From an optimization exercise on the open Yosys and OpenROAD flow, aimed at small area and a short achievable clock period; shortcuts taken in it are not production practice. Only simulation tests tie the RTL to the original design; equivalence was not proved. Power is estimated from default activity; no workload was simulated.

==> design/flow/run.sh <==
#!/bin/bash
# synth_recipe.tcl (not shown) runs the flow's synth.tcl, then flattens the netlist and writes it again
# the make line also repeats each setting of config.mk as NAME=value (left out here)
make -C /OpenROAD-flow-scripts/flow DESIGN_CONFIG=/design/flow/config.mk WORK_HOME=/design/flow/orfs CLKGATE_MAP_FILE= SYNTH_SCRIPT=/design/flow/synth_recipe.tcl finish
==> design/flow/config.mk <==
export PLATFORM = sky130hd
export DESIGN_NAME = datapath_top
export DESIGN_NICKNAME = datapath_top
export VERILOG_FILES = /design/flow/design.v
export SDC_FILE = /design/flow/constraint.sdc
export NUM_CORES = 4
export LEC_CHECK = 0
export CAP_MARGIN = 20
export CORE_MARGIN = 2
export CORE_UTILIZATION = 40
export CTS_CLUSTER_DIAMETER = 100
export CTS_CLUSTER_SIZE = 20
export SETUP_SLACK_MARGIN = 4.0
export SLEW_MARGIN = 20
export SYNTH_HIERARCHICAL = 1
export TNS_END_PERCENT = 0
==> design/flow/constraint.sdc <==
create_clock -name core_clock -period 7.5 [get_ports {clk}]
set_input_delay 1.5000 -clock core_clock [delete_from_list [all_inputs] [get_ports {clk}]]
set_output_delay 1.5000 -clock core_clock [all_outputs]
set_load 0.01 [all_outputs]
==> design/flow/design.v <==
module datapath_top (
  input  wire        clk,
  input  wire        rst_n,
  input  wire [4:0]  rs1,
  input  wire [4:0]  rs2,
  input  wire [4:0]  rd,
  input  wire        we,
  input  wire        use_imm,
  input  wire [31:0] imm,
  input  wire [3:0]  ctrl,
  output reg  [31:0] result,
  output reg         zero,
  output reg  [31:0] store_data
);
  reg  [4:0]  rs1_q, rs2_q, rd_q;
  reg         we_q, use_imm_q;
  reg  [31:0] imm_q;
  reg  [3:0]  ctrl_q;
  wire [31:0] res_d, sd_d;
  wire        zero_d;
  always @(posedge clk) begin
    rs1_q      <= rs1;
    rs2_q      <= rs2;
    rd_q       <= rd;
    we_q       <= we;
    use_imm_q  <= use_imm;
    imm_q      <= imm;
    ctrl_q     <= ctrl;
    result     <= res_d;
    zero       <= zero_d;
    store_data <= sd_d;
  end
  datapath u_dp (
    .clk(clk),
    .rst_n(rst_n),
    .rs1(rs1_q),
    .rs2(rs2_q),
    .rd(rd_q),
    .we(we_q),
    .use_imm(use_imm_q),
    .imm(imm_q),
    .ctrl(ctrl_q),
    .result(res_d),
    .zero(zero_d),
    .store_data(sd_d)
  );
endmodule

module ALU (
  input  logic [31:0] A,           
  input  logic [31:0] R2,          
  input  logic [31:0] bh0, bh1, bh2, bpn,    
  input  logic [31:0] imm,
  input  logic        use_imm,
  input  logic [3:0]  CONTROL,
  output logic [31:0] RESULTADO,
  output logic        ZERO
);
  logic op_slt, op_sltu, op_bge, op_eq, sub, sel_sum, op_sll, op_sra;
  logic sel_add, sel_sub, sel_log, sel_sh, cmpop, ncmpop, sel_r, sel_l;
  logic op_and, op_or, op_xor, op_b;
  logic [31:0] imm_n;
  alu_dec u_dec (
    .ctrl(CONTROL), .imm(imm),
    .op_slt(op_slt), .op_sltu(op_sltu), .op_bge(op_bge), .op_eq(op_eq), .op_sll(op_sll), .op_sra(op_sra),
    .op_and(op_and), .op_or(op_or), .op_xor(op_xor), .op_b(op_b),
    .sub(sub), .sel_sum(sel_sum), .sel_add(sel_add), .sel_sub(sel_sub),
    .sel_log(sel_log), .sel_sh(sel_sh), .cmpop(cmpop), .ncmpop(ncmpop),
    .sel_r(sel_r), .sel_l(sel_l), .imm_n(imm_n)
  );
  logic [31:0] B, Bx, Ap, gn, tn, px;
  logic [3:0]  Bs [0:4];     
  for (genvar i = 0; i < 5; i++) begin : g_bs
    for (genvar q = 0; q < 4; q++) begin : g_q
      c_nand4  u_bs (.a(bh0[i]), .b(bh1[i]), .c(bh2[i]), .d(bpn[i]), .y(Bs[i][q]));
    end
  end
  for (genvar i = 0; i < 32; i++) begin : g_op
    c_nand4  u_b  (.a(bh0[i]), .b(bh1[i]), .c(bh2[i]), .d(bpn[i]), .y(B[i]));
    c_nand4  u_bx (.a(bh0[i]), .b(bh1[i]), .c(bh2[i]), .d(bpn[i]), .y(Bx[i]));
    c_xor2   u_ap (.a(A[i]), .b(sub), .y(Ap[i]));
    c_nand2  u_g  (.a(Ap[i]), .b(Bx[i]), .y(gn[i]));
    c_nor2   u_t  (.a(Ap[i]), .b(Bx[i]), .y(tn[i]));
  end
  logic [31:0] G [0:5];
  logic [31:0] T [0:5];
  assign G[0] = gn;
  assign T[0] = tn;
  for (genvar l = 1; l <= 5; l++) begin : g_lvl
    localparam int D = 1 << (l - 1);
    for (genvar i = 0; i < 32; i++) begin : g_i
      if (i < D) begin : g_pass
        c_inv u_g (.a(G[l-1][i]), .y(G[l][i]));
        assign T[l][i] = 1'b0;    
      end else if (l % 2 == 0) begin : g_even
        c_a21oi u_g (.a1(T[l-1][i]), .a2(G[l-1][i-D]), .b1(G[l-1][i]), .y(G[l][i]));
        if (i >= 2 * D) begin : g_t
          c_nand2 u_t (.a(T[l-1][i]), .b(T[l-1][i-D]), .y(T[l][i]));
        end else begin : g_tn
          assign T[l][i] = 1'b0;  
        end
      end else begin : g_odd
        c_o21ai u_g (.a1(T[l-1][i]), .a2(G[l-1][i-D]), .b1(G[l-1][i]), .y(G[l][i]));
        if (i >= 2 * D) begin : g_t
          c_nor2 u_t (.a(T[l-1][i]), .b(T[l-1][i-D]), .y(T[l][i]));
        end else begin : g_tn
          assign T[l][i] = 1'b0;  
        end
      end
    end
  end
  logic [31:0] c;        
  logic        cout;     
  assign c    = {G[5][30:0], 1'b0};
  assign cout = G[5][31];
  logic fillbit, big, fill, fill_n, shr_n, shl_n, bigfill_n;
  alu_big u_big (.r(R2[31:5]), .imm(imm[31:5]), .use_imm(use_imm), .big(big));
  alu_shctl u_shctl (
    .op_sra(op_sra), .a31(A[31]), .big(big), .sel_r(sel_r), .sel_l(sel_l),
    .fillbit(fillbit), .shr_n(shr_n), .shl_n(shl_n), .bigfill_n(bigfill_n)
  );
  assign fill = fillbit;
  c_inv u_filln (.a(fillbit), .y(fill_n));
  logic [31:0] SR [0:5];   
  logic [31:0] SL [0:5];
  assign SR[0] = A;
  assign SL[0] = A;
  for (genvar k = 1; k <= 5; k++) begin : g_sh
    localparam int D = 1 << (k - 1);
    for (genvar i = 0; i < 32; i++) begin : g_i
      logic hr, hl;
      if (i + D < 32) begin : g_rin
        assign hr = SR[k-1][i+D];
      end else begin : g_rfill
        assign hr = (k % 2 == 1) ? fill : fill_n;
      end
      if (i - D >= 0) begin : g_lin
        assign hl = SL[k-1][i-D];
      end else begin : g_lfill
        assign hl = (k % 2 == 1) ? 1'b0 : 1'b1;
      end
      c_mux2i u_r (.a0(SR[k-1][i]), .a1(hr), .s(Bs[k-1][i / 8]), .y(SR[k][i]));
      c_mux2i u_l (.a0(SL[k-1][i]), .a1(hl), .s(Bs[k-1][i / 8]), .y(SL[k][i]));
    end
  end
  logic k01n, k10, k11n;
  assign k01n = !(op_or | op_xor | op_b);
  assign k10  = op_or | op_xor;
  assign k11n = !(op_and | op_or | op_b);
  logic [31:0] lu_n, shift, arith_n, ssp, sspn;
  logic        cmp_n;
  for (genvar i = 0; i < 32; i++) begin : g_res
    logic lu_a1, lu_a0;
    c_mux2i u_lua (.a0(k01n), .a1(k11n), .s(A[i]), .y(lu_a1));
    c_and2  u_lub (.a(A[i]), .b(k10), .y(lu_a0));
    c_mux2i u_lu  (.a0(lu_a0), .a1(lu_a1), .s(B[i]), .y(lu_n[i]));
    c_o22ai u_sh (.a1(shr_n), .a2(SR[5][i]), .b1(shl_n), .b2(SL[5][i]), .y(shift[i]));
    alu_ss  u_ss (.sel(sel_sum), .p(px[i]), .ssp(ssp[i]), .sspn(sspn[i]));
    if (i == 0) begin : g_r0
      c_inv   u_ar (.a(ssp[i]), .y(arith_n[i]));
      logic lub_n;
      c_and2  u_lb (.a(lu_n[i]), .b(bigfill_n), .y(lub_n));
      c_nand4b u_r (.a_n(shift[i]), .b(arith_n[i]), .c(lub_n), .d(cmp_n), .y(RESULTADO[i]));
    end else begin : g_r
      c_mux2i u_ar (.a0(ssp[i]), .a1(sspn[i]), .s(c[i]), .y(arith_n[i]));
      c_nand4b u_r (.a_n(shift[i]), .b(arith_n[i]), .c(lu_n[i]), .d(bigfill_n), .y(RESULTADO[i]));
    end
  end
  logic [31:0] x;
  logic        zadd, eq, eqn, lz;
  logic [31:0] e, o;
  for (genvar i = 0; i < 32; i++) begin : g_eo
    c_xnor2 u_e (.a(A[i]), .b(B[i]), .y(e[i]));
    c_nor2  u_o (.a(A[i]), .b(B[i]), .y(o[i]));
    c_inv   u_px (.a(e[i]), .y(px[i]));
  end
  assign x[0] = e[0];
  for (genvar i = 1; i < 32; i++) begin : g_x
    c_xnor2 u (.a(e[i]), .b(o[i-1]), .y(x[i]));
  end
  c_and32 u_zadd (.a(x), .y(zadd));
  c_and32 u_eq (.a(e), .y(eq));
  c_inv   u_eqn (.a(eq), .y(eqn));
  c_and32 u_lz (.a(lu_n), .y(lz));
  logic [31:0] thn, arev;
  logic        shzr, shzl;
  alu_thermo u_th (.s(B[4:0]), .thn(thn));
  for (genvar j = 0; j < 32; j++) begin : g_arev
    assign arev[j] = A[31-j];
  end
  c_noraa32 u_shzr (.a(A), .b(thn), .y(shzr));
  c_noraa32 u_shzl (.a(arev), .b(thn), .y(shzl));
  logic zq1, zq2, zq3, nfill, shr_s, shl_s, sh_big;
  alu_shsel u_shsel (.sel_r(sel_r), .sel_l(sel_l), .big(big), .fillbit(fillbit),
                     .shr_s(shr_s), .shl_s(shl_s), .sh_big(sh_big), .nfill(nfill));
  c_a222oi u_zq1 (.a1(sel_add), .a2(zadd), .b1(sel_sub), .b2(eq), .c1(op_eq), .c2(eqn), .y(zq1));
  c_a222oi u_zq2 (.a1(sel_log), .a2(lz), .b1(shr_s), .b2(shzr), .c1(shl_s), .c2(shzl), .y(zq2));
  c_nand2  u_zq3 (.a(sh_big), .b(nfill), .y(zq3));
  logic zn0, zn1, cm0, cm1, rc0, rc1;
  alu_cmp u_cmp (.op_slt(op_slt), .op_sltu(op_sltu), .op_bge(op_bge), .op_eq(op_eq),
                 .px31(px[31]), .a31(A[31]), .eq(eq),
                 .cm0(cm0), .cm1(cm1), .rc0(rc0), .rc1(rc1));
  c_a41o  u_zn0 (.a1(ncmpop), .a2(zq1), .a3(zq2), .a4(zq3), .b1(cm0), .y(zn0));
  c_a41o  u_zn1 (.a1(ncmpop), .a2(zq1), .a3(zq2), .a4(zq3), .b1(cm1), .y(zn1));
  c_mux2i u_zero (.a0(zn0), .a1(zn1), .s(cout), .y(ZERO));
  c_mux2i u_cmpm (.a0(rc0), .a1(rc1), .s(cout), .y(cmp_n));
endmodule
module alu_dec (
  input  logic [3:0]  ctrl,
  input  logic [31:0] imm,
  output logic op_slt, op_sltu, op_bge, op_eq, op_sll, op_sra, op_and, op_or, op_xor, op_b,
  output logic sub, sel_sum, sel_add, sel_sub, sel_log, sel_sh, cmpop, ncmpop,
  output logic sel_r, sel_l,
  output logic [31:0] imm_n
);
  logic op_add, op_sub, op_srl, op_def;
  assign op_add  = ctrl == 4'b0000;
  assign op_sub  = ctrl == 4'b0111;
  assign op_slt  = ctrl == 4'b0100;
  assign op_sltu = ctrl == 4'b1100;
  assign op_and  = ctrl == 4'b0010;
  assign op_or   = ctrl == 4'b0001;
  assign op_xor  = ctrl == 4'b1001;
  assign op_b    = ctrl == 4'b0110;
  assign op_sll  = ctrl == 4'b1000;
  assign op_srl  = ctrl == 4'b1010;
  assign op_sra  = ctrl == 4'b1110;
  assign op_bge  = ctrl == 4'b1011;
  assign op_eq   = ctrl == 4'b1111;
  assign op_def  = !(op_add | op_sub | op_slt | op_sltu | op_and | op_or | op_xor |
                     op_b | op_sll | op_srl | op_sra | op_bge | op_eq);
  assign sub     = op_sub | op_slt | op_sltu | op_bge | op_eq;
  assign sel_sum = op_add | op_sub;
  assign sel_add = op_add;
  assign sel_sub = op_sub;
  assign sel_log = op_and | op_or | op_xor | op_b | op_def;
  assign sel_sh  = op_sll | op_srl | op_sra;
  assign cmpop   = op_slt | op_sltu | op_bge;
  assign ncmpop  = !cmpop;
  assign sel_r   = op_srl | op_sra;
  assign sel_l   = op_sll;
  assign imm_n   = ~imm;
endmodule
module alu_shctl (
  input  logic op_sra, a31, big, sel_r, sel_l,
  output logic fillbit, shr_n, shl_n, bigfill_n
);
  assign fillbit = op_sra & a31;
  assign shr_n   = !(sel_r & !big);
  assign shl_n   = !(sel_l & !big);
  assign bigfill_n = !(fillbit & big);
endmodule
module alu_big (
  input  logic [31:5] r, imm,
  input  logic        use_imm,
  output logic        big
);
  logic [8:0] l1;
  logic [2:0] l2;
  for (genvar k = 0; k < 9; k++) begin : g1
    c_nor3 u (.a(r[5+3*k]), .b(r[6+3*k]), .c(r[7+3*k]), .y(l1[k]));
  end
  for (genvar k = 0; k < 3; k++) begin : g2
    c_nand3 u (.a(l1[3*k]), .b(l1[3*k+1]), .c(l1[3*k+2]), .y(l2[k]));
  end
  logic rbig_n, ibig_n, nuse;
  c_nor3 u3 (.a(l2[0]), .b(l2[1]), .c(l2[2]), .y(rbig_n));
  alu_ibig u_ibig (.imm(imm), .use_imm(use_imm), .ibig_n(ibig_n), .nuse(nuse));
  c_a22oi u_sel (.a1(use_imm), .a2(ibig_n), .b1(nuse), .b2(rbig_n), .y(big));
endmodule
module alu_ibig (input logic [31:5] imm, input logic use_imm, output logic ibig_n, nuse);
  assign ibig_n = !(|imm);
  assign nuse   = !use_imm;
endmodule
module alu_shsel (
  input  logic sel_r, sel_l, big, fillbit,
  output logic shr_s, shl_s, sh_big, nfill
);
  assign shr_s  = sel_r & !big;
  assign shl_s  = sel_l & !big;
  assign sh_big = (sel_r | sel_l) & big;
  assign nfill  = !fillbit;
endmodule
module alu_ss (input logic sel, p, output logic ssp, sspn);
  assign ssp  = sel & p;
  assign sspn = sel & !p;
endmodule
module alu_cmp (
  input  logic op_slt, op_sltu, op_bge, op_eq, px31, a31, eq,
  output logic cm0, cm1, rc0, rc1
);
  logic lts0, lts1;
  assign lts0 = px31 ? a31 : 1'b0;
  assign lts1 = px31 ? a31 : 1'b1;
  logic r0, r1;
  assign r0  = (op_slt & lts0) | (op_sltu & 1'b0) | (op_bge & !lts0);
  assign r1  = (op_slt & lts1) | (op_sltu & 1'b1) | (op_bge & !lts1);
  assign cm0 = r0;
  assign cm1 = r1;
  assign rc0 = r0 | (op_eq & eq);
  assign rc1 = r1 | (op_eq & eq);
endmodule
module c_and32 (input logic [31:0] a, output logic y);
  logic [7:0] l1;
  logic [3:0] l2;
  logic [1:0] l3;
  for (genvar k = 0; k < 8; k++) begin : g1
    c_nand4 u (.a(a[4*k]), .b(a[4*k+1]), .c(a[4*k+2]), .d(a[4*k+3]), .y(l1[k]));
  end
  for (genvar k = 0; k < 4; k++) begin : g2
    c_nor2 u (.a(l1[2*k]), .b(l1[2*k+1]), .y(l2[k]));
  end
  for (genvar k = 0; k < 2; k++) begin : g3
    c_nand2 u (.a(l2[2*k]), .b(l2[2*k+1]), .y(l3[k]));
  end
  c_nor2 u4 (.a(l3[0]), .b(l3[1]), .y(y));
endmodule
module c_noraa32 (input logic [31:0] a, b, output logic y);
  logic [15:0] l1;
  logic [3:0]  l2;
  logic [1:0]  l3;
  for (genvar k = 0; k < 16; k++) begin : g1
    c_a22oi u (.a1(a[2*k]), .a2(b[2*k]), .b1(a[2*k+1]), .b2(b[2*k+1]), .y(l1[k]));
  end
  for (genvar k = 0; k < 4; k++) begin : g2
    c_nand4 u (.a(l1[4*k]), .b(l1[4*k+1]), .c(l1[4*k+2]), .d(l1[4*k+3]), .y(l2[k]));
  end
  for (genvar k = 0; k < 2; k++) begin : g3
    c_nor2 u (.a(l2[2*k]), .b(l2[2*k+1]), .y(l3[k]));
  end
  c_and2 u4 (.a(l3[0]), .b(l3[1]), .y(y));
endmodule
module alu_thermo (input logic [4:0] s, output logic [31:0] thn);
  always_comb
    for (int j = 0; j < 32; j++)
      thn[j] = s <= j;
endmodule
module registerbank (
  input  logic        clock,
  input  logic        RST,           
  input  logic [4:0]  read_reg1,
  input  logic [4:0]  read_reg2,
  input  logic [4:0]  write_reg,
  input  logic [31:0] write_data,
  input  logic        reg_write,
  input  logic        use_imm,
  input  logic [31:0] imm,
  output logic [31:0] read_data1,
  output logic [31:0] read_data2,
  output logic [31:0] bh0, bh1, bh2, bpn
);
  logic [31:0] dato [0:31];
  logic [31:0] pend;
  logic [4:0]  pend_rd;
  logic        pend_v;
  logic [31:0] load, hold;
  always_comb
    for (int i = 0; i < 32; i++) begin
      load[i] = RST &  (pend_v && pend_rd == i);
      hold[i] = RST & !(pend_v && pend_rd == i);
    end
  logic [31:0] nxt [0:31];
  for (genvar r = 0; r < 32; r++) begin : g_wr
    for (genvar b = 0; b < 32; b++) begin : g_b
      c_a22o u (.a1(dato[r][b]), .a2(hold[r]), .b1(pend[b]), .b2(load[r]), .y(nxt[r][b]));
    end
  end
  always_ff @(posedge clock) begin
    for (int i = 0; i < 32; i++)
      dato[i] <= nxt[i];
    pend    <= write_data;
    pend_rd <= write_reg;
    pend_v  <= reg_write & RST;
  end
  logic [31:0] sel1 [0:1];
  logic [31:0] sel2 [0:1];
  rdsel u_sel1 (.rs(read_reg1), .sel_lo(sel1[0]), .sel_hi(sel1[1]));
  rdsel u_sel2 (.rs(read_reg2), .sel_lo(sel2[0]), .sel_hi(sel2[1]));
  logic [3:0] hit1, hit2, hb2, hit2nu;
  for (genvar q = 0; q < 4; q++) begin : g_hit
    rdhit u_h1 (.rs(read_reg1), .pend_rd(pend_rd), .pend_v(pend_v), .hit(hit1[q]));
    rdhit u_h2 (.rs(read_reg2), .pend_rd(pend_rd), .pend_v(pend_v), .hit(hit2[q]));
    rd_bctl u_bctl (.hit(hit2[q]), .use_imm(use_imm), .hb(hb2[q]), .hit_nu(hit2nu[q]));
  end
  for (genvar b = 0; b < 32; b++) begin : g_bit
    logic [31:0] d;
    for (genvar r = 0; r < 32; r++) begin : g_r
      assign d[r] = dato[r][b];
    end
    rdbit u_rd1 (.d(d), .s(sel1[b / 16]), .pend(pend[b]), .hit(hit1[b / 8]), .y(read_data1[b]));
    rdbit2 u_rd2 (.d(d), .s(sel2[b / 16]), .pend(pend[b]), .hit(hit2[b / 8]), .hb(hb2[b / 8]),
                  .y(read_data2[b]), .bh0(bh0[b]), .bh1(bh1[b]), .bh2(bh2[b]));
    c_a22oi u_bpn (.a1(pend[b]), .a2(hit2nu[b / 8]), .b1(imm[b]), .b2(use_imm), .y(bpn[b]));
  end
endmodule
module rdsel (
  input  logic [4:0]  rs,
  output logic [31:0] sel_lo,
  output logic [31:0] sel_hi
);
  logic [4:0] rsn, rsv [0:1];
  for (genvar k = 0; k < 5; k++) begin : g_n
    c_inv  u_n (.a(rs[k]), .y(rsn[k]));
  end
  assign rsv[0] = rs;
  assign rsv[1] = rsn;
  logic [3:0] lo;
  logic [7:0] hi;
  for (genvar k = 0; k < 4; k++) begin : g_lo
    c_nor2 u (.a(rsv[(k >> 1) & 1][1]), .b(rsv[k & 1][0]), .y(lo[k]));
  end
  for (genvar m = 0; m < 8; m++) begin : g_hi
    c_nor3 u (.a(rsv[(m >> 2) & 1][4]), .b(rsv[(m >> 1) & 1][3]), .c(rsv[m & 1][2]), .y(hi[m]));
  end
  for (genvar i = 0; i < 32; i++) begin : g_sel
    c_and2 u_l (.a(lo[i % 4]), .b(hi[i / 4]), .y(sel_lo[i]));
    c_and2 u_h (.a(lo[i % 4]), .b(hi[i / 4]), .y(sel_hi[i]));
  end
endmodule
module rdhit (
  input  logic [4:0] rs,
  input  logic [4:0] pend_rd,
  input  logic       pend_v,
  output logic       hit
);
  logic [4:0] x;
  logic       pvn, h1, h2;
  for (genvar k = 0; k < 5; k++) begin : g_x
    c_xor2 u_x (.a(rs[k]), .b(pend_rd[k]), .y(x[k]));
  end
  c_inv  u_pvn (.a(pend_v), .y(pvn));
  c_nor3 u_h1 (.a(x[0]), .b(x[1]), .c(x[2]), .y(h1));
  c_nor3 u_h2 (.a(x[3]), .b(x[4]), .c(pvn), .y(h2));
  c_and2 u_hit (.a(h1), .b(h2), .y(hit));
endmodule
module rdbit (
  input  logic [31:0] d,
  input  logic [31:0] s,
  input  logic        pend,
  input  logic        hit,
  output logic        y
);
  logic [10:0] g;
  for (genvar k = 0; k < 10; k++) begin : g_aoi
    c_a222oi u (.a1(d[3*k]), .a2(s[3*k]), .b1(d[3*k+1]), .b2(s[3*k+1]),
                .c1(d[3*k+2]), .c2(s[3*k+2]), .y(g[k]));
  end
  c_a22oi u_g10 (.a1(d[30]), .a2(s[30]), .b1(d[31]), .b2(s[31]), .y(g[10]));
  logic h0, h1, h2, pn;
  c_a41o  u_h0 (.a1(g[0]), .a2(g[1]), .a3(g[2]), .a4(g[3]), .b1(hit), .y(h0));
  c_a41o  u_h1 (.a1(g[4]), .a2(g[5]), .a3(g[6]), .a4(g[7]), .b1(hit), .y(h1));
  c_a31o  u_h2 (.a1(g[8]), .a2(g[9]), .a3(g[10]), .b1(hit), .y(h2));
  c_nand2 u_pn (.a(pend), .b(hit), .y(pn));
  c_nand4 u_y  (.a(h0), .b(h1), .c(h2), .d(pn), .y(y));
endmodule
module rdbit2 (
  input  logic [31:0] d,
  input  logic [31:0] s,
  input  logic        pend,
  input  logic        hit,
  input  logic        hb,
  output logic        y,
  output logic        bh0, bh1, bh2
);
  logic [10:0] g;
  for (genvar k = 0; k < 10; k++) begin : g_aoi
    c_a222oi u (.a1(d[3*k]), .a2(s[3*k]), .b1(d[3*k+1]), .b2(s[3*k+1]),
                .c1(d[3*k+2]), .c2(s[3*k+2]), .y(g[k]));
  end
  c_a22oi u_g10 (.a1(d[30]), .a2(s[30]), .b1(d[31]), .b2(s[31]), .y(g[10]));
  logic h0, h1, h2, pn;
  c_a41o  u_h0 (.a1(g[0]), .a2(g[1]), .a3(g[2]), .a4(g[3]), .b1(hit), .y(h0));
  c_a41o  u_h1 (.a1(g[4]), .a2(g[5]), .a3(g[6]), .a4(g[7]), .b1(hit), .y(h1));
  c_a31o  u_h2 (.a1(g[8]), .a2(g[9]), .a3(g[10]), .b1(hit), .y(h2));
  c_nand2 u_pn (.a(pend), .b(hit), .y(pn));
  c_nand4 u_y  (.a(h0), .b(h1), .c(h2), .d(pn), .y(y));
  c_a41o  u_b0 (.a1(g[0]), .a2(g[1]), .a3(g[2]), .a4(g[3]), .b1(hb), .y(bh0));
  c_a41o  u_b1 (.a1(g[4]), .a2(g[5]), .a3(g[6]), .a4(g[7]), .b1(hb), .y(bh1));
  c_a31o  u_b2 (.a1(g[8]), .a2(g[9]), .a3(g[10]), .b1(hb), .y(bh2));
endmodule
module rd_bctl (input logic hit, use_imm, output logic hb, hit_nu);
  assign hb     = hit | use_imm;
  assign hit_nu = hit & !use_imm;
endmodule
module datapath (
  input  logic        clk,
  input  logic        rst_n,
  input  logic [4:0]  rs1,
  input  logic [4:0]  rs2,
  input  logic [4:0]  rd,
  input  logic        we,
  input  logic        use_imm,
  input  logic [31:0] imm,
  input  logic [3:0]  ctrl,
  output logic [31:0] result,
  output logic        zero,
  output logic [31:0] store_data
);
  logic [31:0] rdata1, rdata2, bh0, bh1, bh2, bpn;
  registerbank u_regs (
    .clock(clk),
    .RST(rst_n),
    .read_reg1(rs1),
    .read_reg2(rs2),
    .write_reg(rd),
    .write_data(result),
    .reg_write(we),
    .use_imm(use_imm),
    .imm(imm),
    .read_data1(rdata1),
    .read_data2(rdata2),
    .bh0(bh0), .bh1(bh1), .bh2(bh2), .bpn(bpn)
  );
  ALU u_alu (
    .A(rdata1),
    .R2(rdata2),
    .bh0(bh0), .bh1(bh1), .bh2(bh2), .bpn(bpn),
    .imm(imm),
    .use_imm(use_imm),
    .CONTROL(ctrl),
    .RESULTADO(result),
    .ZERO(zero)
  );
  assign store_data = rdata2;
endmodule
module c_inv    (input logic a, output logic y); assign y = ~a; endmodule
module c_and2   (input logic a, b, output logic y); assign y = a & b; endmodule
module c_nand2  (input logic a, b, output logic y); assign y = ~(a & b); endmodule
module c_nor2   (input logic a, b, output logic y); assign y = ~(a | b); endmodule
module c_nand3  (input logic a, b, c, output logic y); assign y = ~(a & b & c); endmodule
module c_nor3   (input logic a, b, c, output logic y); assign y = ~(a | b | c); endmodule
module c_or3    (input logic a, b, c, output logic y); assign y = a | b | c; endmodule
module c_nand4b (input logic a_n, b, c, d, output logic y); assign y = ~(~a_n & b & c & d); endmodule
module c_nand4  (input logic a, b, c, d, output logic y); assign y = ~(a & b & c & d); endmodule
module c_xnor2  (input logic a, b, output logic y); assign y = ~(a ^ b); endmodule
module c_xor2   (input logic a, b, output logic y); assign y = a ^ b; endmodule
module c_a21oi  (input logic a1, a2, b1, output logic y); assign y = ~((a1 & a2) | b1); endmodule
module c_o21ai  (input logic a1, a2, b1, output logic y); assign y = ~((a1 | a2) & b1); endmodule
module c_a22o   (input logic a1, a2, b1, b2, output logic y); assign y = (a1 & a2) | (b1 & b2); endmodule
module c_a41o   (input logic a1, a2, a3, a4, b1, output logic y); assign y = (a1 & a2 & a3 & a4) | b1; endmodule
module c_a31o   (input logic a1, a2, a3, b1, output logic y); assign y = (a1 & a2 & a3) | b1; endmodule
module c_o22ai  (input logic a1, a2, b1, b2, output logic y); assign y = ~((a1 | a2) & (b1 | b2)); endmodule
module c_a32o   (input logic a1, a2, a3, b1, b2, output logic y); assign y = (a1 & a2 & a3) | (b1 & b2); endmodule
module c_nor4   (input logic a, b, c, d, output logic y); assign y = ~(a | b | c | d); endmodule
module c_a221oi (input logic a1, a2, b1, b2, c1, output logic y); assign y = ~((a1 & a2) | (b1 & b2) | c1); endmodule
module c_a22oi  (input logic a1, a2, b1, b2, output logic y); assign y = ~((a1 & a2) | (b1 & b2)); endmodule
module c_a222oi (input logic a1, a2, b1, b2, c1, c2, output logic y);
  assign y = ~((a1 & a2) | (b1 & b2) | (c1 & c2));
endmodule
module c_mux2   (input logic a0, a1, s, output logic y); assign y = s ? a1 : a0; endmodule
module c_mux2i  (input logic a0, a1, s, output logic y); assign y = ~(s ? a1 : a0); endmodule
==> summary.txt <==
Pwr
  • Pwr/cell area: 175 nW/um^2
  • Switch Pwr: between 0.003 and 0.004 W
  • Overall Power: between 0.01 and 0.015 W
  • Sequential Power Share: ~54%
  • Combinational Power Share: between 10% and 20%
  • Internal power: ~0.0085 W
  • Clock power frac: between 30% and 40%
  • Switch share: 28.0%
  • Worst vdd ir: 173 uV
  • Leak: approximately 24 nW

Logic synthesis
  • Post-synthesis area per instance: between 10 and 15 um^2
  • Syn Std Cell Area: 56000 um^2
  • Yosys warnings: 27
  • Syn Inst Count: about 5100

Route
  • DR WL/cell: 37.5 um
  • Residual DRC: 0
  • Total wire length: slightly below 300 mm
  • DR iter-0 viols: between 10000 and 15000
  • TritonRoute pass-1 iters: 14
  • Vias: 58400
  • Final ANT Viol Nets: 0
  • Vias per std cell: between 7 and 8

Floorplan
  • DIE AREA: between 100000 and 150000 um^2
  • Initial Util: 40.2%
  • DIE HEIGHT: 378 um
  • Core area: 139000 um^2
  • Rows: approximately 140
  • I/O Pins: 120
  • Chip width: about 380 um

Timing
  • Hold Slack: around 0.35 ns
  • Final Max Slew Viols: 0
  • Min Tclk post-route: 4.63 ns
  • Layout Skew: between 0.03 and 0.04 ns
  • Period utilisation layout: just over 60%
  • Relative slew margins: between 10% and 20%
  • Setup violations, final: 0
  • FMAX: between 0.2 and 0.25 GHz
  • RSZ-0062 raised after global routing: yes
  • Setup TNS: 0 ns
  • Final-report hold violation count: 0
  • Least-Margin Pin Slew: 1.22 ns

Layout
  • Design Area, Final: 67500 um^2
  • Nets@finish: slightly below 6000
  • P&R area growth vs syn: 20.6%
  • Share of cells above drive strength 1: between 20% and 30%

Clock tree
  • # clock sinks: around 1200
  • Total CTS buffers: 71
  • CTS max path bufs: 3
  • CTS HTree Levels: 3
  • Skew-Pair Late Insertion Delay: between 0.7 and 0.8 ns
  • CTS clk-pin slew, worst paths: about 0.090 ns
  • TritonCTS clock tree: done
  • CTS root buffer: clkbuf_16

Worst setup path
  • Worst EP required: about 8.0 ns
  • Reg2reg path depth: 18
  • Reg2reg setup slack: between 2 and 3 ns
  • R2R Path End: result[9]
  • Critical path arrival: between 5 and 6 ns
  • Reg2reg start: rs1_q[3]
  • Setup CP Type: flip-flop to flip-flop
  • CP Launch Type: flip-flop
  • Crit. End Element: flip-flop
  • Critical-path maximum fanout: 8

Placement
  • HPWL after DPL: roughly 190 mm
  • Buffers on Ports: between 100 and 150
  • Cell Area, Placed: ~61000 um^2
  • Routability cong.: around 1.0

Global route
  • Global Route Usage Sum: about two fifths
  • Initial antenna violation count: 13
  • Largest net degree at the start of global routing: between 60 and 70
  • Total grt overflow: 0
  • Vias in the first global route: between 50000 and 60000
  • Global-route wire length before repair: roughly 400 mm

Outcome
  • Status: timing/DRC/antenna clean

Job
  • Max-cap violations: 0

Worst hold path
  • Min-delay worst type: flip-flop to flip-flop
  • Hold path start: rd_q[2]
  • WHS Endpoint: u_dp.u_regs.pend_rd[2]
  • Hold path depth: 0
## worst max path at each step
stage                                         to  slack (ns)              startpoint  cells after the start
after floorplan           u_dp.u_regs.dato[0][0]        3.52                   rst_n                      4
final                                  result[9]        2.87                rs1_q[3]                     18
after detailed placement                    zero        1.42  u_dp.u_regs.pend_rd[3]                     15
after global placement                      zero        1.50  u_dp.u_regs.pend_rd[3]                     15
after global routing                  result[20]        2.96                rs1_q[3]                     16
after CTS                                   zero        3.29                rs1_q[2]                     18
## critical path, cell delays in order (launching register included)
cell and delay (ns):
dfxtp_4 0.40, clkinvlp_4 0.15, nor3_4 0.09, buf_6 0.13, and2_4 0.17, buf_4 0.14, a222oi_1 0.86, a41o_1 0.37
nand4_1 0.20, buf_6 0.22, xor2_1 0.21, nor2_2 0.10, nor2_2 0.17, nand2_1 0.14, nor2_1 0.26, a21oi_4 0.12
inv_2 0.12, mux2i_1 0.23, nand4b_1 0.29
## sequential cells by signal (all words and copies together), names as in the netlist, 4 cells and up
name and count:
ctrl_q 4, rs2_q 5, u_dp.u_regs.dato 1024, store_data 32
result 32, rs1_q 5, u_dp.u_regs.pend_rd 5, imm_q 32
rd_q 5, u_dp.u_regs.pend 32
## layout make-up
| type | count | area (um^2) |
|---|---|---|
| clock inverters | 11 | 138 |
| well taps | 1876 | 2350 |
| fillers | 12900 | 71700 |
| diodes | 9 | 22.5 |
| repair buffers | 649 | 5650 |
| flip-flops and latches | 1180 | 23700 |
| inverters | 97 | 389 |
| clock buffers | 75 | 1840 |
| multi-input cells | 3801 | 33500 |
## metal layers
metal  track usage [%]  wire (um)  up-vias
met3              15.6      44300      971
li1                  -          -    23600
met2              56.4     119000     4945
met4              19.1      18200       10
met5                 0         63        -
met1              48.4     108000    28900
## layout by cell type, fill, tap and decap left out, types with 86 or more instances in the layout
cell type        instances
and2_4                 103
dfxtp_1               1153
buf_4                  461
clkdlybuf4s50_1        119
a22o_1                1024
inv_1                   86
a31o_1                  95
mux2i_1                404
nand2_1                154
a22oi_2                129
nand4_1                183
nor2_1                 106
a41o_1                 174
a222oi_1               642
## power groups by stage
stage          clock (W)  combinational, W  sequential, W
6_report         0.00414           0.00128        0.00638
5_1_grt          0.00435           0.00129        0.00639
4_1_cts          0.00413           0.00120        0.00638
3_5_place_dp           0           0.00107        0.00652
3_3_place_gp           0           0.00106        0.00652
2_1_floorplan          0          0.000529        0.00656
## metrics by stage
| step | cells | utilization, % | setup WS (ns) |
|---|---|---|---|
| detailed placement | 7274 | 44.1 | 1.42 |
| finish | 7698 | 48.5 | 2.87 |
| global route | 7689 | 48.5 | 2.96 |
| floorplan | 5096 | - | 3.52 |
| global placement | 7272 | 44.1 | 1.50 |
| CTS | 7668 | 48.2 | 3.29 |
## timing repair
| action | 4_1_cts | 5_1_grt |
|---|---|---|
| cloned | 11 | 0 |
| pin swaps | 212 | 48 |
| endpoints found under the setup margin | 112 | 136 |
| hold buffers | 0 | 0 |
| gates resized for setup | 452 | 49 |
| buffers inserted | 297 | 21 |

-- afterwards: timing with drivers on the ports --
Ports are ideal in the flow. The routed layout listed here was re-timed in OpenROAD. Step 1 assumes that a clkbuf_16 drives the clock port and a buf_2 every other input. Step 2, shift: input delay + t, output delay - t, t = (earliest + latest rising clock arrival at the registers) / 2. This alone moves slack from input paths to output paths. Three values: no drivers, after step 1, after step 2; two values: the first two.
t, ns: 0.798
slack for setup (ns): 2.874 / 2.874 / 2.874
worst register clock-pin slew, ns: 0.10 / 0.10
worst data-port slew with drivers (ns): 0.08
cell pins on the clock port's net: 1
After both steps setup and hold are still met in this run. For this run, drivers alone change the setup slack by 0.000 ns; drivers and shift together by 0.000 ns.
